What follows belongs to an exercise in optimizing a design on an open flow for small area and a short achievable clock period; a production flow would make more cautious choices.
Where RTL was checked, it was by simulation tests only, not by an equivalence proof against the original.
For run 2, only the layout was checked, not whether the RTL still works.
Power is estimated from default activity; no workload was simulated.

$ cat design/flow/run.sh
#!/bin/bash
# synth_recipe.tcl (not shown) runs the flow's synth.tcl, then flattens the netlist and writes it again
# the make line also repeats each setting of config.mk as NAME=value (left out here)
make -C /OpenROAD-flow-scripts/flow DESIGN_CONFIG=/design/flow/config.mk WORK_HOME=/design/flow/orfs CLKGATE_MAP_FILE= SYNTH_SCRIPT=/design/flow/synth_recipe.tcl finish
$ cat design/flow/config.mk
export PLATFORM = sky130hd
export DESIGN_NAME = mproc
export DESIGN_NICKNAME = mproc
export VERILOG_FILES = /design/flow/design.v
export SDC_FILE = /design/flow/constraint.sdc
export NUM_CORES = 4
export LEC_CHECK = 0
export CAP_MARGIN = 20
export CORE_MARGIN = 2
export CORE_UTILIZATION = 40
export SLEW_MARGIN = 20
$ cat design/flow/constraint.sdc
create_clock -name core_clock -period 10.0 [get_ports {clk}]
set_input_delay 2.0000 -clock core_clock [delete_from_list [all_inputs] [get_ports {clk}]]
set_output_delay 2.0000 -clock core_clock [all_outputs]
set_load 0.01 [all_outputs]
$ cat design/flow/design.v
module invert (input wire i, output wire o);
   assign o = !i;
endmodule
module and2 (input wire i0, i1, output wire o);
  assign o = i0 & i1;
endmodule
module or2 (input wire i0, i1, output wire o);
  assign o = i0 | i1;
endmodule
module xor2 (input wire i0, i1, output wire o);
  assign o = i0 ^ i1;
endmodule
module nand2 (input wire i0, i1, output wire o);
   wire t;
   and2 and2_0 (i0, i1, t);
   invert invert_0 (t, o);
endmodule
module nor2 (input wire i0, i1, output wire o);
   wire t;
   or2 or2_0 (i0, i1, t);
   invert invert_0 (t, o);
endmodule
module xnor2 (input wire i0, i1, output wire o);
   wire t;
   xor2 xor2_0 (i0, i1, t);
   invert invert_0 (t, o);
endmodule
module and3 (input wire i0, i1, i2, output wire o);
   wire t;
   and2 and2_0 (i0, i1, t);
   and2 and2_1 (i2, t, o);
endmodule
module or3 (input wire i0, i1, i2, output wire o);
   wire t;
   or2 or2_0 (i0, i1, t);
   or2 or2_1 (i2, t, o);
endmodule
module nor3 (input wire i0, i1, i2, output wire o);
   wire t;
   or2 or2_0 (i0, i1, t);
   nor2 nor2_0 (i2, t, o);
endmodule
module nand3 (input wire i0, i1, i2, output wire o);
   wire t;
   and2 and2_0 (i0, i1, t);
   nand2 nand2_1 (i2, t, o);
endmodule
module xor3 (input wire i0, i1, i2, output wire o);
   wire t;
   xor2 xor2_0 (i0, i1, t);
   xor2 xor2_1 (i2, t, o);
endmodule
module xnor3 (input wire i0, i1, i2, output wire o);
   wire t;
   xor2 xor2_0 (i0, i1, t);
   xnor2 xnor2_0 (i2, t, o);
endmodule
module mux2 (input wire i0, i1, j, output wire o);
  assign o = (j==0)?i0:i1;
endmodule
module mux4 (input wire [0:3] i, input wire j1, j0, output wire o);
  wire  t0, t1;
  mux2 mux2_0 (i[0], i[1], j1, t0);
  mux2 mux2_1 (i[2], i[3], j1, t1);
  mux2 mux2_2 (t0, t1, j0, o);
endmodule
module mux8 (input wire [0:7] i, input wire j2, j1, j0, output wire o);
  wire  t0, t1;
  mux4 mux4_0 (i[0:3], j2, j1, t0);
  mux4 mux4_1 (i[4:7], j2, j1, t1);
  mux2 mux2_0 (t0, t1, j0, o);
endmodule
module demux2 (input wire i, j, output wire o0, o1);
  assign o0 = (j==0)?i:1'b0;
  assign o1 = (j==1)?i:1'b0;
endmodule
module demux4 (input wire i, j1, j0, output wire [0:3] o);
  wire  t0, t1;
  demux2 demux2_0 (i, j1, t0, t1);
  demux2 demux2_1 (t0, j0, o[0], o[1]);
  demux2 demux2_2 (t1, j0, o[2], o[3]);
endmodule
module demux8 (input wire i, j2, j1, j0, output wire [0:7] o);
  wire  t0, t1;
  demux2 demux2_0 (i, j2, t0, t1);
  demux4 demux4_0 (t0, j1, j0, o[0:3]);
  demux4 demux4_1 (t1, j1, j0, o[4:7]);
endmodule
module df (input wire clk, in, output wire out);
  reg df_out;
  always@(posedge clk) df_out <= in;
  assign out = df_out;
endmodule
module dfr (input wire clk, reset, in, output wire out);
  wire reset_, df_in;
  invert invert_0 (reset, reset_);
  and2 and2_0 (in, reset_, df_in);
  df df_0 (clk, df_in, out);
endmodule
module dfrl (input wire clk, reset, load, in, output wire out);
  wire _in;
  mux2 mux2_0(out, in, load, _in);
  dfr dfr_1(clk, reset, _in, out);
endmodule
module dfs (input wire clk, set, in, output wire out);
  wire dfr_in,dfr_out;
  invert invert_0(in, dfr_in);
  invert invert_1(dfr_out, out);
  dfr dfr_2(clk, set, dfr_in, dfr_out);
endmodule
module dfsl (input wire clk, set, load, in, output wire out);
  wire _in;
  mux2 mux2_0(out, in, load, _in);
  dfs dfs_1(clk, set, _in, out);
endmodule
module fa (input wire i0, i1, cin, output wire sum, cout);
   wire t0, t1, t2;
   xor3 _i0 (i0, i1, cin, sum);
   and2 _i1 (i0, i1, t0);
   and2 _i2 (i1, cin, t1);
   and2 _i3 (cin, i0, t2);
   or3 _i4 (t0, t1, t2, cout);
endmodule
module addsub (input wire addsub, i0, i1, cin, output wire sumdiff, cout);
  wire t;
  fa _i0 (i0, t, cin, sumdiff, cout);
  xor2 _i1 (i1, addsub, t);
endmodule
module add2 (input wire i0, i1, cin, output wire sum, cout);
	wire w1, w2, w3;
	and2 g1(i0, i1, w1);
	and2 g2(i1, cin, w2);
	and2 g3(cin, i0, w3);
	xor3 g4(i0, i1, cin, sum);
	or3 g5(w1, w2, w3, cout);
endmodule
module mux8_16(input wire [15:0] a,b,c,d,e,f,g,h, input wire [2:0]address,output wire [15:0]y);
mux8 m0({a[0], b[0], c[0], d[0], e[0], f[0], g[0], h[0]}, address[2], address[1], address[0], y[0]);
mux8 m1({a[1], b[1], c[1], d[1], e[1], f[1], g[1], h[1]}, address[2], address[1], address[0], y[1]);
mux8 m2({a[2], b[2], c[2], d[2], e[2], f[2], g[2], h[2]}, address[2], address[1], address[0], y[2]);
mux8 m3({a[3], b[3], c[3], d[3], e[3], f[3], g[3], h[3]}, address[2], address[1], address[0], y[3]);
mux8 m4({a[4], b[4], c[4], d[4], e[4], f[4], g[4], h[4]}, address[2], address[1], address[0], y[4]);
mux8 m5({a[5], b[5], c[5], d[5], e[5], f[5], g[5], h[5]}, address[2], address[1], address[0], y[5]);
mux8 m6({a[6], b[6], c[6], d[6], e[6], f[6], g[6], h[6]}, address[2], address[1], address[0], y[6]);
mux8 m7({a[7], b[7], c[7], d[7], e[7], f[7], g[7], h[7]}, address[2], address[1], address[0], y[7]);
mux8 m8({a[8], b[8], c[8], d[8], e[8], f[8], g[8], h[8]}, address[2], address[1], address[0], y[8]);
mux8 m9({a[9], b[9], c[9], d[9], e[9], f[9], g[9], h[9]}, address[2], address[1], address[0], y[9]);
mux8 m10({a[10], b[10], c[10], d[10], e[10], f[10], g[10], h[10]}, address[2], address[1], address[0], y[10]);
mux8 m11({a[11], b[11], c[11], d[11], e[11], f[11], g[11], h[11]}, address[2], address[1], address[0], y[11]);
mux8 m12({a[12], b[12], c[12], d[12], e[12], f[12], g[12], h[12]}, address[2], address[1], address[0], y[12]);
mux8 m13({a[13], b[13], c[13], d[13], e[13], f[13], g[13], h[13]}, address[2], address[1], address[0], y[13]);
mux8 m14({a[14], b[14], c[14], d[14], e[14], f[14], g[14], h[14]}, address[2], address[1], address[0], y[14]);
mux8 m15({a[15], b[15], c[15], d[15], e[15], f[15], g[15], h[15]}, address[2], address[1], address[0], y[15]);
endmodule
module add16 (input wire [15:0] i0, i1, output wire [15:0] o, output wire cout);
	wire c[15:1];
	add2 a1(i0[0], i1[0], 1'b0, o[0], c[1]);
	add2 a2(i0[1], i1[1], c[1], o[1], c[2]);
	add2 a3(i0[2], i1[2], c[2], o[2], c[3]);
	add2 a4(i0[3], i1[3], c[3], o[3], c[4]);
	add2 a5(i0[4], i1[4], c[4], o[4], c[5]);
	add2 a6(i0[5], i1[5], c[5], o[5], c[6]);
	add2 a7(i0[6], i1[6], c[6], o[6], c[7]);
	add2 a8(i0[7], i1[7], c[7], o[7], c[8]);
	add2 a9(i0[8], i1[8], c[8], o[8], c[9]);
	add2 a10(i0[9], i1[9], c[9], o[9], c[10]);
	add2 a11(i0[10], i1[10], c[10], o[10], c[11]);
	add2 a12(i0[11], i1[11], c[11], o[11], c[12]);
	add2 a13(i0[12], i1[12], c[12], o[12], c[13]);
	add2 a14(i0[13], i1[13], c[13], o[13], c[14]);
	add2 a15(i0[14], i1[14], c[14], o[14], c[15]);
	add2 a16(i0[15], i1[15], c[15], o[15], cout);
endmodule
module sub16 (input wire [15:0] i0, i1, output wire [15:0] o, output wire cout);
	wire c[15:1];
	wire i2[15:0];
	xor2 x1(i1[0], 1'b1, i2[0]);
	xor2 x2(i1[1], 1'b1, i2[1]);
	xor2 x3(i1[2], 1'b1, i2[2]);
	xor2 x4(i1[3], 1'b1, i2[3]);
	xor2 x5(i1[4], 1'b1, i2[4]);
	xor2 x6(i1[5], 1'b1, i2[5]);
	xor2 x7(i1[6], 1'b1, i2[6]);
	xor2 x8(i1[7], 1'b1, i2[7]);
	xor2 x9(i1[8], 1'b1, i2[8]);
	xor2 x10(i1[9], 1'b1, i2[9]);
	xor2 x11(i1[10], 1'b1, i2[10]);
	xor2 x12(i1[11], 1'b1, i2[11]);
	xor2 x13(i1[12], 1'b1, i2[12]);
	xor2 x14(i1[13], 1'b1, i2[13]);
	xor2 x15(i1[14], 1'b1, i2[14]);
	xor2 x16(i1[15], 1'b1, i2[15]);
	add2 a1(i0[0], i2[0], 1'b1, o[0], c[1]);
	add2 a2(i0[1], i2[1], c[1], o[1], c[2]);
	add2 a3(i0[2], i2[2], c[2], o[2], c[3]);
	add2 a4(i0[3], i2[3], c[3], o[3], c[4]);
	add2 a5(i0[4], i2[4], c[4], o[4], c[5]);
	add2 a6(i0[5], i2[5], c[5], o[5], c[6]);
	add2 a7(i0[6], i2[6], c[6], o[6], c[7]);
	add2 a8(i0[7], i2[7], c[7], o[7], c[8]);
	add2 a9(i0[8], i2[8], c[8], o[8], c[9]);
	add2 a10(i0[9], i2[9], c[9], o[9], c[10]);
	add2 a11(i0[10], i2[10], c[10], o[10], c[11]);
	add2 a12(i0[11], i2[11], c[11], o[11], c[12]);
	add2 a13(i0[12], i2[12], c[12], o[12], c[13]);
	add2 a14(i0[13], i2[13], c[13], o[13], c[14]);
	add2 a15(i0[14], i2[14], c[14], o[14], c[15]);
	add2 a16(i0[15], i2[15], c[15], o[15], cout);
endmodule
module and16(input wire [15:0] i0, i1, output wire [15:0] o);
	and2 a1(i0[0], i1[0], o[0]);
	and2 a2(i0[1], i1[1], o[1]);
	and2 a3(i0[2], i1[2], o[2]);
	and2 a4(i0[3], i1[3], o[3]);
	and2 a5(i0[4], i1[4], o[4]);
	and2 a6(i0[5], i1[5], o[5]);
	and2 a7(i0[6], i1[6], o[6]);
	and2 a8(i0[7], i1[7], o[7]);
	and2 a9(i0[8], i1[8], o[8]);
	and2 a10(i0[9], i1[9], o[9]);
	and2 a11(i0[10], i1[10], o[10]);
	and2 a12(i0[11], i1[11], o[11]);
	and2 a13(i0[12], i1[12], o[12]);
	and2 a14(i0[13], i1[13], o[13]);
	and2 a15(i0[14], i1[14], o[14]);
	and2 a16(i0[15], i1[15], o[15]);
endmodule
module or16(input wire [15:0] i0, i1, output wire [15:0] o);
	or2 o1(i0[0], i1[0], o[0]);
	or2 o2(i0[1], i1[1], o[1]);
	or2 o3(i0[2], i1[2], o[2]);
	or2 o4(i0[3], i1[3], o[3]);
	or2 o5(i0[4], i1[4], o[4]);
	or2 o6(i0[5], i1[5], o[5]);
	or2 o7(i0[6], i1[6], o[6]);
	or2 o8(i0[7], i1[7], o[7]);
	or2 o9(i0[8], i1[8], o[8]);
	or2 o10(i0[9], i1[9], o[9]);
	or2 o11(i0[10], i1[10], o[10]);
	or2 o12(i0[11], i1[11], o[11]);
	or2 o13(i0[12], i1[12], o[12]);
	or2 o14(i0[13], i1[13], o[13]);
	or2 o15(i0[14], i1[14], o[14]);
	or2 o16(i0[15], i1[15], o[15]);
endmodule
module xor16(input wire [15:0] i0, i1, output wire [15:0] o);
	xor2 o1(i0[0], i1[0], o[0]);
	xor2 o2(i0[1], i1[1], o[1]);
	xor2 o3(i0[2], i1[2], o[2]);
	xor2 o4(i0[3], i1[3], o[3]);
	xor2 o5(i0[4], i1[4], o[4]);
	xor2 o6(i0[5], i1[5], o[5]);
	xor2 o7(i0[6], i1[6], o[6]);
	xor2 o8(i0[7], i1[7], o[7]);
	xor2 o9(i0[8], i1[8], o[8]);
	xor2 o10(i0[9], i1[9], o[9]);
	xor2 o11(i0[10], i1[10], o[10]);
	xor2 o12(i0[11], i1[11], o[11]);
	xor2 o13(i0[12], i1[12], o[12]);
	xor2 o14(i0[13], i1[13], o[13]);
	xor2 o15(i0[14], i1[14], o[14]);
	xor2 o16(i0[15], i1[15], o[15]);
endmodule
module partialproduct(i,s,o);
	input [15:0] i;
	input [2:0] s;
	output reg [31:0] o;
		always @(*) begin
			case (s)
				3'b000:o=$signed(1'b0);
				3'b001:o=$signed(i);
				3'b010:o=$signed(i);
				3'b011:
					begin
					o=$signed(i);
					o=$signed(i)<<<1;
					end
				3'b100:begin
					o=$signed(i);
					o=$signed(~o+1'b1);
					o=$signed(o)<<<1;
					end
				3'b101:begin
					o=$signed(i);
					o=$signed(~o+1'b1);
					end
				3'b110:begin
					o=$signed(i);
					o=$signed(~o+1'b1);
					end
				3'b111:o=$signed(32'b0);	
			endcase
		end
endmodule
module boothmulitplier(a,b,c);
	input [15:0] a;
	input [15:0] b;
	output [15:0] c;
	wire [31:0] t [7:0];
	partialproduct p0(a,{b[1:0],1'b0},t[0]);
	partialproduct p1(a,b[3:1],t[1]);
	partialproduct p2(a,b[5:3],t[2]);
	partialproduct p3(a,b[7:5],t[3]);
	partialproduct p4(a,b[9:7],t[4]);
	partialproduct p5(a,b[11:9],t[5]);
    partialproduct p6(a,b[13:11],t[6]);
    partialproduct p7(a,b[15:13],t[7]);
	assign c = $signed(t[0])+$signed(t[1]<<<2)+$signed(t[2]<<<4)+$signed(t[3]<<<6)+$signed(t[4]<<<8)+$signed(t[5]<<<10)+$signed(t[6]<<<12)+$signed(t[7]<<<14);
endmodule
module mux16(input wire [1'b0:15]i,input wire j3, j2, j1,j0,output wire o);
wire  t0, t1;
mux8 m0(i[1'b0:7],j3,j2,j1,t0);
mux8 m1(i[8:15],j3,j2,j1,t1);
mux2 m3(t0,t1,j0,o);
endmodule
module multiplexer_16_4(output wire y,input wire a,b,c,d,e,f,g,h,i,j,k,l,m,n,o,p,input wire [1'b0:3]address);
mux16 m0({a, b, c, d, e, f, g, h,i, j, k, l, m, n, o, p}, address[3], address[2], address[1], address[1'b0], y);
endmodule
module rightshift(A,t,Y);
   output [15:1'b0] Y; 
   input [15:1'b0]  A; 
   input [15:0] t; 
   wire [3:0]S;
   assign S= t[3:0];
   multiplexer_16_4  m0(Y[0], A[0], A[1], A[2], A[3], A[4], A[5], A[6], A[7],A[8], A[9], A[10], A[11], A[12], A[13], A[14], A[15],S[3:0]);
   multiplexer_16_4  m1(Y[1], A[1], A[2], A[3], A[4], A[5], A[6], A[7], A[8],A[9], A[10], A[11], A[12], A[13], A[14], A[15], 1'b0,S[3:0]);
   multiplexer_16_4  m2(Y[2], A[2], A[3], A[4], A[5], A[6], A[7], A[8], A[9],A[10], A[11], A[12], A[13], A[14], A[15], 1'b0, 1'b0,S[3:0]);
   multiplexer_16_4  m3(Y[3], A[3], A[4], A[5], A[6], A[7], A[8], A[9], A[10],A[11], A[12], A[13], A[14], A[15],1'b0,1'b0,1'b0,S[3:0]);
   multiplexer_16_4  m4(Y[4], A[4], A[5], A[6], A[7], A[8], A[9], A[10], A[11],A[12], A[13], A[14], A[15],1'b0,1'b0,1'b0,1'b0,S[3:0]);
   multiplexer_16_4  m5(Y[5], A[5], A[6], A[7], A[8], A[9], A[10], A[11], A[12],A[13], A[14], A[15],1'b0,1'b0,1'b0,1'b0,1'b0,S[3:0]);
   multiplexer_16_4  m6(Y[6], A[6], A[7], A[8], A[9], A[10], A[11], A[12], A[13],A[14], A[15],1'b0,1'b0,1'b0,1'b0,1'b0,1'b0,S[3:0]);
   multiplexer_16_4  m7(Y[7], A[7], A[8], A[9], A[10], A[11], A[12], A[13], A[14],A[15],1'b0,1'b0,1'b0,1'b0,1'b0,1'b0,1'b0,S[3:0]);
   multiplexer_16_4  m8(Y[8], A[8], A[9], A[10], A[11], A[12], A[13], A[14], 1'b0,1'b0,1'b0,1'b0,1'b0,1'b0,1'b0,1'b0,1'b0,S[3:0]);
   multiplexer_16_4  m9(Y[9], A[9], A[10], A[11], A[12], A[13], A[14],1'b0,1'b0,1'b0,1'b0,1'b0,1'b0,1'b0,1'b0,1'b0,1'b0,S[3:0]);
   multiplexer_16_4 m10(Y[10],A[10], A[11], A[12], A[13], A[14], A[15],1'b0,1'b0,1'b0,1'b0,1'b0,1'b0,1'b0,1'b0,1'b0,1'b0,S[3:0]);
   multiplexer_16_4 m11(Y[11],A[11], A[12], A[13], A[14], A[15],1'b0,1'b0,1'b0,1'b0,1'b0,1'b0,1'b0,1'b0,1'b0,1'b0,1'b0,S[3:0]);
   multiplexer_16_4 m12(Y[12],A[12], A[13], A[14], A[15],1'b0,1'b0,1'b0,1'b0,1'b0,1'b0,1'b0,1'b0,1'b0,1'b0,1'b0,1'b0,S[3:0]);
   multiplexer_16_4 m13(Y[13],A[13], A[14], A[15],1'b0,1'b0,1'b0,1'b0,1'b0,1'b0,1'b0,1'b0,1'b0,1'b0,1'b0,1'b0,1'b0,S[3:0]);
   multiplexer_16_4 m14(Y[14],A[14], A[15],1'b0,1'b0,1'b0,1'b0,1'b0,1'b0,1'b0,1'b0,1'b0,1'b0,1'b0,1'b0,1'b0,1'b0,S[3:0]);
   multiplexer_16_4 m15(Y[15],A[15],1'b0,1'b0,1'b0,1'b0,1'b0,1'b0,1'b0,1'b0,1'b0,1'b0,1'b0,1'b0,1'b0,1'b0,1'b0,S[3:0]);
endmodule
module leftshift(A,t,Y);
   output [15:1'b0] Y; 
   input [15:1'b0]  A; 
   input [15:0] t; 
   wire [3:0]S;
   assign S= t[3:0];
   multiplexer_16_4  m0(Y[0], A[0], 1'b0,1'b0,1'b0,1'b0,1'b0,1'b0,1'b0,1'b0,1'b0,1'b0,1'b0,1'b0,1'b0,1'b0,1'b0,S[3:0]);
   multiplexer_16_4  m1(Y[1], A[1], A[0],1'b0,1'b0,1'b0,1'b0,1'b0,1'b0,1'b0,1'b0,1'b0,1'b0,1'b0,1'b0,1'b0, 1'b0,S[3:0]);
   multiplexer_16_4  m2(Y[2], A[2], A[1],A[0],1'b0,1'b0,1'b0,1'b0,1'b0,1'b0,1'b0,1'b0,1'b0,1'b0,1'b0,1'b0,1'b0,S[3:0]);
   multiplexer_16_4  m3(Y[3], A[3], A[2], A[1], A[0],1'b0,1'b0,1'b0,1'b0,1'b0,1'b0,1'b0,1'b0,1'b0,1'b0,1'b0,1'b0,S[3:0]);
   multiplexer_16_4  m4(Y[4], A[4], A[3], A[2], A[1], A[0], 1'b0,1'b0,1'b0,1'b0,1'b0,1'b0,1'b0,1'b0,1'b0,1'b0,1'b0,S[3:0]);
   multiplexer_16_4  m5(Y[5], A[5], A[4], A[3], A[2], A[1], A[0],1'b0,1'b0,1'b0,1'b0,1'b0,1'b0,1'b0,1'b0,1'b0,1'b0,S[3:0]);
   multiplexer_16_4  m6(Y[6], A[6], A[5], A[4], A[3], A[2],A[1],A[0],1'b0,1'b0,1'b0,1'b0,1'b0,1'b0,1'b0,1'b0,1'b0,S[3:0]);
   multiplexer_16_4  m7(Y[7], A[7], A[6], A[5], A[4], A[3],A[2],A[1],A[0],1'b0,1'b0,1'b0,1'b0,1'b0,1'b0,1'b0,1'b0,S[3:0]);
   multiplexer_16_4  m8(Y[8], A[8], A[7], A[6], A[5], A[4], A[3], A[2],A[1],A[0],1'b0,1'b0,1'b0,1'b0,1'b0,1'b0,1'b0,S[3:0]);
   multiplexer_16_4  m9(Y[9], A[9], A[8], A[7], A[6], A[5], A[4],A[3],A[2],A[1],A[0],1'b0,1'b0,1'b0,1'b0,1'b0,1'b0,S[3:0]);
   multiplexer_16_4 m10(Y[10],A[10], A[9], A[8], A[7], A[6], A[5],A[4],A[3],A[2],A[1],A[0],1'b0,1'b0,1'b0,1'b0,1'b0,S[3:0]);
   multiplexer_16_4 m11(Y[11],A[11], A[10], A[9], A[8], A[7],A[6],A[5],A[4],A[3],A[2],A[1],A[0],1'b0,1'b0,1'b0,1'b0,S[3:0]);
   multiplexer_16_4 m12(Y[12],A[12], A[11], A[10], A[9],A[8],A[7],A[6],A[5],A[4],A[3],A[2],A[1],A[0],1'b0,1'b0,1'b0,S[3:0]);
   multiplexer_16_4 m13(Y[13],A[13], A[12], A[11],A[10],A[9],A[8],A[7],A[6],A[5],A[4],A[3],A[2],A[1],A[0],1'b0,1'b0,S[3:0]);
   multiplexer_16_4 m14(Y[14],A[14], A[13], A[12],A[11],A[10],A[9],A[8],A[7],A[6],A[5],A[4],A[3],A[2],A[1],A[0],1'b0,S[3:0]);
   multiplexer_16_4 m15(Y[15],A[15], A[14], A[13],A[12],A[11],A[10],A[9],A[8],A[7],A[6],A[5],A[4],A[3],A[2],A[1],A[0],S[3:0]);
endmodule
module alu (input wire [2:0] op, input wire [15:0] i0, i1, output wire [15:0] o, output wire cout);
	wire [15:0] o0, o1, o2, o3,o4,o5,o6,o7;
	wire c0, c1;
	add16 g0(i0, i1, o0, c0);
	sub16 g1(i0, i1, o1, c1);
	and16 g2(i0, i1, o2);
	or16 g3(i0, i1, o3);
    xor16 g4(i0, i1, o4);
	boothmulitplier g5(i0, i1, o5);
	leftshift g6(i0, i1, o6);
	rightshift g7(i0, i1, o7);
	mux8_16 m1(o0[15:0], o1[15:0], o2[15:0], o3[15:0], o4[15:0],o5[15:0],o6[15:0],o7[15:0],{op[0],op[1],op[2]}, o);
	mux2 m2(c0, c1, op[0], cout);
endmodule
module register(input wire clk,reset,load,input wire [15:0]i,output wire [15:0]o);
dfrl d1(clk, reset, load,i[0],o[0]);
dfrl d2(clk, reset, load,i[1],o[1]);
dfrl d3(clk, reset, load,i[2],o[2]);
dfrl d4(clk, reset, load,i[3],o[3]);
dfrl d5(clk, reset, load,i[4],o[4]);
dfrl d6(clk, reset, load,i[5],o[5]);
dfrl d7(clk, reset, load,i[6],o[6]);
dfrl d8(clk, reset, load,i[7],o[7]);
dfrl d9(clk, reset, load,i[8],o[8]);
dfrl d10(clk, reset, load,i[9],o[9]);
dfrl d11(clk, reset, load,i[10],o[10]);
dfrl d12(clk, reset, load,i[11],o[11]);
dfrl d13(clk, reset, load,i[12],o[12]);
dfrl d14(clk, reset, load,i[13],o[13]);
dfrl d15(clk, reset, load,i[14],o[14]);
dfrl d16(clk, reset, load,i[15],o[15]);
endmodule
module mux2_16(input wire [15:0]a,b,input wire sel,output wire [15:0]o);
mux2 m1(a[0],b[0],sel,o[0]);
mux2 m2(a[1],b[1],sel,o[1]);
mux2 m3(a[2],b[2],sel,o[2]);
mux2 m4(a[3],b[3],sel,o[3]);
mux2 m5(a[4],b[4],sel,o[4]);
mux2 m6(a[5],b[5],sel,o[5]);
mux2 m7(a[6],b[6],sel,o[6]);
mux2 m8(a[7],b[7],sel,o[7]);
mux2 m9(a[8],b[8],sel,o[8]);
mux2 m10(a[9],b[9],sel,o[9]);
mux2 m11(a[10],b[10],sel,o[10]);
mux2 m12(a[11],b[11],sel,o[11]);
mux2 m13(a[12],b[12],sel,o[12]);
mux2 m14(a[13],b[13],sel,o[13]);
mux2 m15(a[14],b[14],sel,o[14]);
mux2 m16(a[15],b[15],sel,o[15]);
endmodule
module reg_file (input wire clk, reset, wr, input wire [2:0] rd_addr_a, rd_addr_b, wr_addr, input wire [15:0] d_in, output wire [15:0] d_out_a, d_out_b);
wire [7:0]t;
wire [15:0]t1,t2,t3,t4,t5,t6,t7,t8;
register r0(clk,reset,1'b0,16'h0,t1[15:0]);
register r1(clk,reset,t[1],d_in[15:0],t2[15:0]);
register r2(clk,reset,t[2],d_in[15:0],t3[15:0]);
register r3(clk,reset,t[3],d_in[15:0],t4[15:0]);
register r4(clk,reset,t[4],d_in[15:0],t5[15:0]);
register r5(clk,reset,t[5],d_in[15:0],t6[15:0]);
register r6(clk,reset,t[6],d_in[15:0],t7[15:0]);
register r7(clk,reset,t[7],d_in[15:0],t8[15:0]);
mux8_16 m1(.a(t1[15:0]),.b(t2[15:0]),.c(t3[15:0]),.d(t4[15:0]),.e(t5[15:0]),.f(t6[15:0]),.g(t7[15:0]),.h(t8[15:0]),.address(rd_addr_a[2:0]),.y(d_out_a[15:0]));
mux8_16 m2(.a(t1[15:0]),.b(t2[15:0]),.c(t3[15:0]),.d(t4[15:0]),.e(t5[15:0]),.f(t6[15:0]),.g(t7[15:0]),.h(t8[15:0]),.address(rd_addr_b[2:0]),.y(d_out_b[15:0]));
demux8 d1(wr,wr_addr[0],wr_addr[1],wr_addr[2],{t[0],t[1],t[2],t[3],t[4],t[5],t[6],t[7]});
endmodule
module reg_alu (input wire clk, reset, sel, wr, input wire [2:0] op, input wire [2:0] rd_addr_a,rd_addr_b, wr_addr, input wire [15:0] d_in, output wire [15:0] d_out_a, d_out_b, output wire cout);
wire [15:0]t,t2;
wire t1;
alu p1(op[2:0],d_out_a[15:0],d_out_b[15:0],t[15:0],t1);
dfr p2(clk,reset,t1,cout);
mux2_16 p3(d_in[15:0],t[15:0],sel,t2[15:0]);
reg_file p4(clk,reset,wr,rd_addr_a[2:0],rd_addr_b[2:0], wr_addr[2:0],t2[15:0],d_out_a[15:0],d_out_b[15:0]);
endmodule
module pc_slice (input wire clk, reset, cin, load, inc, sub, offset,
  output wire cout, pc);
  wire in, inc_;
  invert invert_0 (inc, inc_);
  and2 and2_0 (offset, inc_, t);
  addsub addsub_0 (sub, pc, t, cin, in, cout);
  dfrl dfrl_0 (clk, reset, load, in, pc);
endmodule
module pc_slice0 (input wire clk, reset, cin, load, inc, sub, offset,
  output wire cout, pc);
  wire in;
  or2 or2_0 (offset, inc, t);
  addsub addsub_0 (sub, pc, t, cin, in, cout);
  dfrl dfrl_0 (clk, reset, load, in, pc);
endmodule
module pc (input wire clk, reset, inc, add, sub, input wire [15:0] offset,
  output wire [15:0] pc);
  wire load; wire [15:0] c;
  or3 or3_0 (inc, add, sub, load);
  pc_slice0 pc_slice_0 (clk, reset, sub, load, inc, sub, offset[0], c[0], pc[0]);
  pc_slice pc_slice_1 (clk, reset, c[0], load, inc, sub, offset[1], c[1], pc[1]);
  pc_slice pc_slice_2 (clk, reset, c[1], load, inc, sub, offset[2], c[2], pc[2]);
  pc_slice pc_slice_3 (clk, reset, c[2], load, inc, sub, offset[3], c[3], pc[3]);
  pc_slice pc_slice_4 (clk, reset, c[3], load, inc, sub, offset[4], c[4], pc[4]);
  pc_slice pc_slice_5 (clk, reset, c[4], load, inc, sub, offset[5], c[5], pc[5]);
  pc_slice pc_slice_6 (clk, reset, c[5], load, inc, sub, offset[6], c[6], pc[6]);
  pc_slice pc_slice_7 (clk, reset, c[6], load, inc, sub, offset[7], c[7], pc[7]);
  pc_slice pc_slice_8 (clk, reset, c[7], load, inc, sub, offset[8], c[8], pc[8]);
  pc_slice pc_slice_9 (clk, reset, c[8], load, inc, sub, offset[9], c[9], pc[9]);
  pc_slice pc_slice_10 (clk, reset, c[9], load, inc, sub, offset[10], c[10], pc[10]);
  pc_slice pc_slice_11 (clk, reset, c[10], load, inc, sub, offset[11], c[11], pc[11]);
  pc_slice pc_slice_12 (clk, reset, c[11], load, inc, sub, offset[12], c[12], pc[12]);
  pc_slice pc_slice_13 (clk, reset, c[12], load, inc, sub, offset[13], c[13], pc[13]);
  pc_slice pc_slice_14 (clk, reset, c[13], load, inc, sub, offset[14], c[14], pc[14]);
  pc_slice pc_slice_15 (clk, reset, c[14], load, inc, sub, offset[15], c[15], pc[15]);
endmodule
module nor4 (input wire [0:3] i, output wire o);
  wire t;
  or2 or2_0 (i[0], i[1],t);
  nor3 nor3_0 (t, i[2], i[3], o);
endmodule
module ir (input wire clk, reset, load, input wire [15:0] din, output wire [15:0] dout);
  dfrl dfrl_0 (clk, reset, load, din['h0], dout['h0]);
  dfrl dfrl_1 (clk, reset, load, din['h1], dout['h1]);
  dfrl dfrl_2 (clk, reset, load, din['h2], dout['h2]);
  dfrl dfrl_3 (clk, reset, load, din['h3], dout['h3]);
  dfrl dfrl_4 (clk, reset, load, din['h4], dout['h4]);
  dfrl dfrl_5 (clk, reset, load, din['h5], dout['h5]);
  dfrl dfrl_6 (clk, reset, load, din['h6], dout['h6]);
  dfrl dfrl_7 (clk, reset, load, din['h7], dout['h7]);
  dfrl dfrl_8 (clk, reset, load, din['h8], dout['h8]);
  dfrl dfrl_9 (clk, reset, load, din['h9], dout['h9]);
  dfrl dfrl_a (clk, reset, load, din['ha], dout['ha]);
  dfrl dfrl_b (clk, reset, load, din['hb], dout['hb]);
  dfrl dfrl_c (clk, reset, load, din['hc], dout['hc]);
  dfrl dfrl_d (clk, reset, load, din['hd], dout['hd]);
  dfrl dfrl_e (clk, reset, load, din['he], dout['he]);
  dfrl dfrl_f (clk, reset, load, din['hf], dout['hf]);
endmodule
module control_logic (input wire clk, reset, input wire [15:0] cur_ins, output wire [2:0] rd_addr_a, rd_addr_b, wr_addr,
  output wire [2:0] op, output wire sel, jump, pc_inc, load_ir, wr_reg);
  wire s, t, u, v, w, ld_ins_, ld_ins, pc_inc1, pc_inc2, wr_reg1, wr_reg2;
   wire alu_ins;
   dfsl fetch1(clk,reset, 1'b1,t,pc_inc2);
   dfrl fetch2(clk,reset,1'b1,pc_inc2,load_ir);
   dfrl decexec(clk,reset,1'b1,load_ir,t);
   and2 a(t,alu_ins,wr_reg1);
   and2 a1(t,cur_ins[15],wr_reg2);
   or2  b(wr_reg1,wr_reg2,wr_reg);
   assign sel=~cur_ins[15];
   nor4 c(cur_ins[15:12],alu_ins);
   and2 d(t,cur_ins[15],pc_inc1);
   or2 e(pc_inc1,pc_inc2,pc_inc);
   and2 f(t,cur_ins[14],jump);
   assign rd_addr_a=cur_ins[2:0];
   assign rd_addr_b=cur_ins[5:3];
   assign wr_addr=cur_ins[8:6];
   assign op= cur_ins[11:9];
endmodule
module mproc (input wire clk, reset, input wire [15:0] d_in, output wire [6:0] addr, output wire [15:0] d_out);
  wire pc_inc, cout, cout_, sub, sel, sel_addr; wire [2:0] rd_addr_a, rd_addr_b, wr_addr; wire [2:0] op; wire [8:0] _addr;
  wire [15:0] cur_ins, d_out_a, d_out_b;
  and2 and2_0 (jump, cout, sub);
  pc pc_0 (clk, reset, pc_inc, 1'b0, sub, {8'b0, cur_ins[7:0]}, {_addr, addr});
  ir ir_0 (clk, reset, load_ir, d_in, cur_ins);
  control_logic control_logic_0 (clk, reset, cur_ins, rd_addr_a, rd_addr_b, wr_addr, op, sel, jump, pc_inc, load_ir, wr_reg);
  reg_alu reg_alu_0 (clk, reset, sel, wr_reg, op, rd_addr_a, rd_addr_b, wr_addr, d_in, d_out_a, d_out_b, cout);
  assign d_out = d_out_a;
endmodule
==> qor.yml, run 1 <==
global_route:
  grt_pass1_wl_mm: 90.18
  grt_overflow: 0
  grt_pass1_vias: 14330
  globalRouteTotalUtil: 0.2884
  grt_antenna_before_repair: 0
  grt_max_degree: 89
synth:
  yosysSeqAreaShare: 0.1982
  ys_types: 82
  synth_flop_cell: "dfxtp_1"
  synthCells: 1919
  synth_nets: 2072
  synth_warnings: 10
  synth_area_mm2: 0.01566
  synth-seq-cells: 155
  async_flop_share: 0
  synth_edf_count: 0
  synth.avg_cell_area_um2: 8.159
power:
  finalPower_mw: 1.526
  peakVddDrop_uv: 119.0
  p_leak_nw: 6.033
  powerDensity_mw_per_mm2: 90.38
setup_path:
  max_stage_delay_ps: 640
  arrival_ps: 9540
  cp-end-kind: "flop"
  timing.setup.critical_path_class: "flop to flop"
  crit_fanout: 24
  cp-start-kind: "flop"
  cp_common_cell: "fa_1"
  worst_path_max_delay_cell: "dfxtp_2"
  cp.required_ps: 10300
sta:
  setup_tns_ps: 0
  tightest_slew_ps: 1082
  finalHoldViolCount: 0
  fmax_mhz: 108.2
  grt_setup_unrepaired: "no"
  skew_ps: 6.720
  fin_crit_sh: 0.9245
  setup_viol: 0
  report.final.slew_viol_count: 0
  period_needed_ps: 9245
  max_slew_margin: 0.2763
detailed_routing:
  vias: 15240
  dr.pass1.iters: 5
  drt_wl_total_mm: 59.42
  vias_per_cell: 6.421
  ant_nets: 0
  wl_per_cell_um: 25.04
  initialDrtViolationCount: 1718
  route.detailed.drc: 0
die:
  rows: 72
  core_area_mm2: 0.03865
  ios: 41
  start_util: 0.4051
  die_area_mm2: 0.04074
  die_h_um: 201.8
  die_w_um: 201.8
clock_network:
  cts.sinks: 155
  clkLatencyLatePin_ps: 430
  postCtsSetupRepairBufs: 0
  cts_hold_buf: 0
  cts-htree-levels: 4
  cts_tree: "yes"
  numCtsBuffers: 17
  cts_resized: 0
  clk_pin_slew_worst_paths_ps: 60
  clock_path_buffers: 2
  cts_root_buf: "clkbuf_16"
finish:
  postLayoutCoreUtil: 0.4368
  syn_to_final_growth_pct: 7.832
  num_antenna_cells: 0
  final_nets: 1995
  drive_above_1_share: 0.1159
min_path:
  hold_path.class: "flop to flop"
placed_design:
  dpl.hpwl_mm: 42.54
  place.gp.congestion: 0.9644
  portBuffers: 40
run_status:
  status: "finished clean"
run:
  drv_cap: 0
==> layout by cell type (no fill, tap or decap), types with 9 or more instances in the layout <==
cell type          n
clkbuf_16         17
nor2_1           237
nor3_1            24
ha_1              67
xnor2_1           30
mux2i_1           66
nand2_1          196
a31oi_1           15
o211ai_1          28
a22oi_1           14
buf_4             50
a311oi_1          20
a21oi_1          168
o22ai_1           21
nor2b_1           27
o31ai_1           15
xor2_1             9
a211oi_1          61
dfxtp_1          148
nand3_1           41
o32ai_1           10
mux4_2            74
and3_1            11
fa_1              68
inv_1             78
mux2_2            23
o21ai_0          117
a221oi_1          13
clkdlybuf4s50_1   39
==> report_power, final <==
group / leakage, nW / switching [mW] / internal, mW / total [mW]
Combinational: 4.50 / 0.172 / 0.0918 / 0.264
Clock: 0.276 / 0.270 / 0.349 / 0.618
Sequential: 1.25 / 0.0179 / 0.626 / 0.644
==> worst paths after layout <==
kind | from | to | slack [ps] | cells after the start
hold / removal | control_logic_0.fetch1.dfs_1.dfr_2.df_0.df_out | control_logic_0.fetch2.dfr_1.df_0.df_out | 430 | 1
hold reg to reg | control_logic_0.fetch1.dfs_1.dfr_2.df_0.df_out | control_logic_0.fetch2.dfr_1.df_0.df_out | 430 | 1
setup / recovery | ir_0.dfrl_0.dfr_1.df_0.df_out | reg_alu_0.p4.r6.d16.dfr_1.df_0.df_out | 760 | 26
setup reg to reg | ir_0.dfrl_0.dfr_1.df_0.df_out | reg_alu_0.p4.r6.d16.dfr_1.df_0.df_out | 760 | 26
==> critical path, delay by kind of cell, from the launching register on <==
kind	cells	cell delay (ps)
flops	1	640
compound gates	4	530
buf+inv	2	200
mux	2	600
fa+ha+maj	15	6190
simple gates	3	950
==> Yosys cell counts (all sizes together) (6+ instances only) <==
cell      n  area share
a22oi    14      0.0067
a21o      6      0.0029
ha       67       0.054
o31ai    15      0.0072
mux2     23       0.017
nand3    41       0.013
o22ai    21      0.0084
a221oi   13      0.0073
nor3     25      0.0080
a32oi     7      0.0039
a21oi   168       0.054
and3     11      0.0044
o221ai    8      0.0045
a31oi    16      0.0068
mux4     74        0.11
nand2   196       0.047
o21ai   125       0.040
buf      69       0.025
dfxtp   155        0.20
o32ai    10      0.0056
mux2i    71       0.046
nor2b    27       0.011
and2      7      0.0030
o211ai   29       0.014
a211oi   61       0.029
fa       68       0.087
clkbuf  116       0.028
nor2    238       0.058
a221o     6      0.0038
a311oi   21       0.012
or3       7      0.0028
inv      84       0.020
xor2      9      0.0050
xnor2    30       0.017
==> cells by family (layout without fill, tap and decap cells) <==
| kind of cell | Yosys count | after routing | synth area share |
|---|---|---|---|
| simple gates | 580 | 580 | 0.1597 |
| compound gates | 565 | 565 | 0.2328 |
| buf+inv | 273 | 209 | 0.07424 |
| mux | 168 | 168 | 0.1694 |
| flops | 155 | 155 | 0.1982 |
| fa+ha+maj | 138 | 138 | 0.1424 |
| xor+xnor | 40 | 40 | 0.02326 |
==> layer usage <==
layer  global-route usage  share of wire  vias up
met1               0.3884           0.40     7369
met5                    0              0        -
li1                     -              -     6799
met4               0.1345          0.049        0
met2               0.4460           0.45      903
met3              0.05708           0.10      165
==> through the flow <==
step | hold slack (ps) | instances | instance area [um2] | setup slack [ps]
4_1_cts | 432.6 | 2373 | 16880 | 764.5
3_5_place_dp | 415.4 | 2341 | 16320 | 776.6
6_report | 426.1 | 2373 | 16880 | 755.2
2_1_floorplan | 393.7 | 1919 | 15660 | 73.87
5_1_grt | 450.6 | 2373 | 16880 | 211.1
3_3_place_gp | 403.8 | 2341 | 16320 | 860.5
==> final cells by class <==
class	count	area, um2
clock buffer	18	439.2
inverter	88	330.3
clock inverter	14	122.6
fill	3813	21760
timing repair buffer	89	765.7
sequential	155	3112
multi-input combinational	1491	11460
tap	518	648.1
==> run 2, diff against run 1 <==
==> design/flow/design.v (replaced) <==
module alu (input wire [2:0] op, input wire [15:0] a, b,
  output wire [15:0] o, output wire mul_sel, output wire [15:0] mul, output wire cout);
  wire [16:0] s = {1'b0, a} + {1'b0, b ^ {16{op[0]}}} + {16'b0, op[0]};
  assign cout = s[16];
  assign mul = a * b;
  wire [3:0] n = b[3:0];
  wire [15:0] ar;
  genvar k;
  generate for (k = 0; k < 16; k = k + 1) begin : rv
    assign ar[k] = a[15-k];
  end endgenerate
  wire [15:0] si = op[0] ? ar : a;
  wire [15:0] sh = si << n;
  wire [15:0] shr;
  generate for (k = 0; k < 16; k = k + 1) begin : rv2
    assign shr[k] = sh[15-k];
  end endgenerate
  wire [15:0] shrq = {shr[15:10], shr[9] & (n != 4'd6), shr[8] & (n != 4'd7), shr[7:0]};
  reg [15:0] r;
  always @(*) begin
    case (op)
      3'd0, 3'd1: r = s[15:0];
      3'd2: r = a & b;
      3'd3: r = a | b;
      3'd4: r = a ^ b;
      3'd6: r = sh;
      3'd7: r = shrq;
      default: r = 16'h0000;
    endcase
  end
  assign o = r;
  assign mul_sel = (op == 3'd5);
endmodule
module reg_file (input wire clk, input wire [7:1] we, input wire [15:0] wdata,
  input wire [2:0] ra, rb, output wire [15:0] qa, qb);
  reg [15:0] r1, r2, r3, r4, r5, r6, r7;
  always @(posedge clk) begin
    if (we[1]) r1 <= wdata;
    if (we[2]) r2 <= wdata;
    if (we[3]) r3 <= wdata;
    if (we[4]) r4 <= wdata;
    if (we[5]) r5 <= wdata;
    if (we[6]) r6 <= wdata;
    if (we[7]) r7 <= wdata;
  end
  function [15:0] rd (input [2:0] x);
    case (x)
      3'd0: rd = 16'h0000;
      3'd1: rd = r1;
      3'd2: rd = r2;
      3'd3: rd = r3;
      3'd4: rd = r4;
      3'd5: rd = r5;
      3'd6: rd = r6;
      default: rd = r7;
    endcase
  endfunction
  assign qa = rd(ra);
  assign qb = rd(rb);
endmodule
module mproc (input wire clk, reset, input wire [15:0] d_in, output wire [6:0] addr, output wire [15:0] d_out);
  reg pa, pb, pc_;           
  reg [15:0] ir;             
  reg op0;                   
  reg carry;
  reg [6:0] pc;
  reg [15:0] opa, opb;
  always @(posedge clk) begin
    pa  <= reset | pc_;
    pb  <= ~reset & pa;
    pc_ <= ~reset & pb;
  end
  always @(posedge clk) ir <= d_in;
  always @(posedge clk)
    if (reset) op0 <= 1'b0;
    else if (pb) op0 <= d_in[9];
  wire ld = ir[15];
  wire is_alu = (ir[15:12] == 4'b0000);
  wire wr = ld | is_alu;
  wire [2:0] rd = ir[8:6];
  wire [15:0] alu_o, mul;
  wire mul_sel, cout;
  alu alu_0 ({ir[11:10], op0}, opa, opb, alu_o, mul_sel, mul, cout);
  always @(posedge clk) carry <= cout;
  wire sel_mul = pc_ & ~ld & mul_sel & ~reset;
  wire [15:0] other = reset ? 16'h0000 : (ld ? d_in : alu_o);
  wire [15:0] wdata = sel_mul ? mul : other;
  wire wen = pc_ & wr;
  wire [7:1] we;
  genvar i;
  generate for (i = 1; i < 8; i = i + 1) begin : g_we
    assign we[i] = reset | (wen & (rd == i));
  end endgenerate
  wire [15:0] qa, qb;
  reg_file rf (clk, we, wdata, d_in[2:0], d_in[5:3], qa, qb);
  wire fwa = wen & (rd == ir[2:0]) & (rd != 3'd0);
  wire fwb = wen & (rd == ir[5:3]) & (rd != 3'd0);
  always @(posedge clk) begin
    if (pb & ~reset) opa <= qa;
    else if (reset | fwa) opa <= wdata;
    if (pb & ~reset) opb <= qb;
    else if (reset | fwb) opb <= wdata;
  end
  wire j = pc_ & ir[14] & carry;
  wire [6:0] delta = ld ? (j ? 7'h7f : 7'h01) : (j ? (~ir[6:0] + 7'h01) : 7'h00);
  always @(posedge clk)
    if (reset) pc <= 7'h00;
    else if (pa) pc <= pc + 7'h01;
    else if (pc_) pc <= pc + delta;
  assign addr = pc;
  assign d_out = opa;
endmodule
--- a/design/flow/config.mk
+++ b/design/flow/config.mk
@@ -10,2 +10,3 @@
 export CORE_UTILIZATION = 40
+export SETUP_SLACK_MARGIN = 5
 export SLEW_MARGIN = 20
==> run 2 against run 1 <==
Still clean. Sequential power rose by 43%. Utilization up 5.2 points. Fmax up 62%. Die area is 3.9% lower. Wire length down 12%. Critical endpoint is now opb[14]. Largest power group is now combinational cells. Clock-buffer cell count shrank 1. Clock skew is 9.4 ps higher. Synthesized area is 4.0% lower. Non-clock buffer count rose by 82. Hold slack improved by 64 ps.
==> qor.yml, run 2 <==
run_status:
  status: "finished clean"
die:
  core_area_mm2: 0.03731  # -3.5%
  rows: 71  # -1.4%
  die_h_um: 197.8  # -2.0%
  die_w_um: 197.8  # -2.0%
  ios: 41  # unchanged
  start_util: 0.4028  # -0.002292
  die_area_mm2: 0.03914  # -3.9%
global_route:
  grt_pass1_wl_mm: 77.85  # -14%
  grt_max_degree: 44  # -51%
  grt_pass1_vias: 12730  # -11%
  grt_overflow: 0  # unchanged
  globalRouteTotalUtil: 0.2688  # -0.01956
  grt_antenna_before_repair: 0  # unchanged
finish:
  mostFrequentLayoutCell: "edfxtp_1"
  final_cell_mix: "144 x edfxtp_1, 138 x inv_1, 120 x nor2_1, 118 x nand2_1, 93 x buf_4"
  instances_no_fill: 2098  # -12%
  syn_to_final_growth_pct: 21.38
  final_nets: 1814  # -9.1%
  drive_above_1_share: 0.2278  # +0.1119
  final_area_mm2: 0.01824  # +8.1%
  num_antenna_cells: 0  # unchanged
setup_path:
  cp.required_ps: 10180  # -120 ps
  crit_fanout: 6  # -75%
  arrival_ps: 5890  # -3650 ps
  worstReg2RegStart: "opb[6]"
  cp-end-kind: "flop"
  timing.setup.critical_path_class: "flop to flop"
  cp-start-kind: "flop"
  critPathLaunch: "opb[6]"
sta:
  report.final.slew_viol_count: 0  # unchanged
  skew_ps: 16.10  # +9.377 ps
  setup_viol: 0  # unchanged
  hold_ws_ps: 489.8  # +63.71 ps
  fmax_mhz: 174.9  # +62%
  max_slew_margin: 0.2347  # -0.04158
  period_needed_ps: 5717  # -3528 ps
  fin_crit_sh: 0.5717  # -0.3528
  finalHoldViolCount: 0  # unchanged
  setup_tns_ps: 0  # unchanged
  grt_setup_unrepaired: "yes"
  tightest_slew_ps: 1148  # +66.36 ps
power:
  powerDensity_mw_per_mm2: 218.5  # +140%
  p_leak_nw: 7.502  # +24%
  finalPower_mw: 3.985  # +160%
  peakVddDrop_uv: 142.3  # +20%
synth:
  synth-seq-cells: 171  # +10%
  yosysSeqAreaShare: 0.3237  # +0.1255
  synth_warnings: 3  # -7
  synth_top_cell_by_area: "edfxtp_1"
  async_flop_share: 0  # unchanged
  synth_nets: 1720  # -17%
  ys_types: 78  # -4.9%
  synth_flop_cell: "edfxtp_1"
  synthCells: 1517  # -21%
  synth_edf_count: 144  # +144
  synth.most_common_cell: "inv_1"
  synth_area_leaders: "edfxtp_1 29%, fa_1 11%, ha_1 8.6%"
  synth_top_cells_by_count: "162 x inv_1, 144 x edfxtp_1, 134 x nor2_1"
  synth_area_mm2: 0.01503  # -4.0%
  synth.avg_cell_area_um2: 9.907  # +21%
  synth_top_area_frac: 0.2877  # +0.08952
clock_network:
  cts_root_buf: "clkbuf_16"
  cts-htree-levels: 4  # unchanged
  cts_hold_buf: 0  # unchanged
  clock_path_buffers: 2  # unchanged
  numCtsBuffers: 17  # unchanged
  cts.sinks: 171  # +10%
  clkLatencyLatePin_ps: 450  # +20 ps
  clk_pin_slew_worst_paths_ps: 70  # about the same
  cts_tree: "yes"
placed_design:
  dpl.hpwl_mm: 35.14  # -17%
  place_inst: 1962  # -16%
  place.gp.congestion: 0.9816  # +1.8%
  dpl-instance-area_mm2: 0.01600  # -2.0%
  portBuffers: 40  # unchanged
detailed_routing:
  initialDrtViolationCount: 1295  # -25%
  wl_per_cell_um: 24.97  # -0.27%
  ant_nets: 0  # unchanged
  vias: 12810  # -16%
  drt_wl_total_mm: 52.39  # -12%
  route.detailed.drc: 0  # unchanged
  dr.pass1.iters: 6  # +1
  vias_per_cell: 6.104  # -4.9%
min_path:
  hold_path.class: "flop to flop"
  worstHoldStart: "pc[0]"
run:
  drv_cap: 0  # unchanged
## run 2: metal layers
layer  global-route usage  share of wire  vias to the layer above
met5                    0              0                        -
met4               0.1473          0.061                        0
met3              0.04905          0.088                      188
met2               0.4349           0.46                      727
met1               0.3411           0.39                     6251
li1                     -              -                     5640
## run 2: stage by stage
stage | utilization | setup slack, ps
CTS | 0.4773 | 4305
global route | 0.4889 | 4117
floorplan | - | 4623
finish | 0.4889 | 4283
global placement | 0.4288 | 3914
detailed placement | 0.4288 | 3815
## run 2: area by class of cell
type,instances,area [um2]
timing repair buffer,171,1744
timing repair inverter,1,8.758
multi-input combinational,1080,9673
inverter,169,730.7
fill,3447,19070
clock buffer,17,425.4
sequential,171,4866
tap,474,593.1
clock inverter,15,201.4
## run 2: what timing repair did
item	CTS	global route
gates resized for setup	110	57
setup endpoints to repair	91	76
gates cloned	6	0
pin swaps	31	45
buffers inserted	72	26
## run 2: cells by family (layout without fill, tap and decap cells)
kind of cell             count (synthesis)  after routing  synth area share
AO/OA/AOI/OAI                          369            369            0.1697
XOR/XNOR                                71             71           0.04229
adder cells (fa/ha/maj)                185            185            0.1950
buffers and inverters                  266            373           0.07035
flip-flops                             171            171            0.3237
multiplexers                            98             98           0.09632
AND/OR/NAND/NOR                        357            357            0.1027
## run 2: worst paths after layout
path                            endpoint  slack (ps)  cells past startpoint
worst max-delay path             opb[14]        4280                     21
worst min-delay path               pc[0]         490                      2
worst max register to register   opb[14]        4280                     21
worst min register to register     pc[0]         490                      2
## run 2: where the power goes
part           internal (mW)  switching, mW  total, mW
logic                   1.05           1.30       2.35
registers              0.857         0.0612      0.918
clock network          0.404          0.311      0.715
total                   2.32           1.67       3.99
## run 2: worst max-delay path, stage by stage, from the launching register on
cell and delay, ps:
edfxtp_1 540, buf_6 190, inv_2 50, buf_4 130
nor2_1 50, fa_1 500, inv_1 60, fa_1 530
inv_1 50, fa_2 530, fa_1 420, fa_1 500
inv_1 60, fa_1 500, inv_2 70, ha_4 270
a21oi_2 120, nand2_1 70, a41oi_2 220, xnor2_1 160
o22ai_2 280, o22ai_1 120

afterwards: timing with drivers on the ports:
How much do the figures lean on ideal ports? The routed layouts below were timed once more, with nothing changed but the port constraints. Step 1 (the two cells are an assumption about what drives the block):
set clk [get_ports {clk}]
set_driving_cell -lib_cell sky130_fd_sc_hd__clkbuf_16 $clk
set_driving_cell -lib_cell sky130_fd_sc_hd__buf_2 [delete_from_list [all_inputs] $clk]
Step 2, shift: input delay + t, output delay - t, t = (earliest + latest rising clock arrival at the registers) / 2. This alone moves slack from input paths to output paths. Three values: ideal ports, drivers, drivers and shift; two values: the first two.
run	t, ns	setup slack, ns	hold slack, ns	cell pins on the clock port's net
run 1	0.477	0.755 / 0.755 / 0.755	0.426 / 0.426 / 0.426	1
run 2	0.490	4.283 / 4.283 / 4.283	0.490 / 0.490 / 0.490	1
After both steps setup and hold are still met in every run listed.
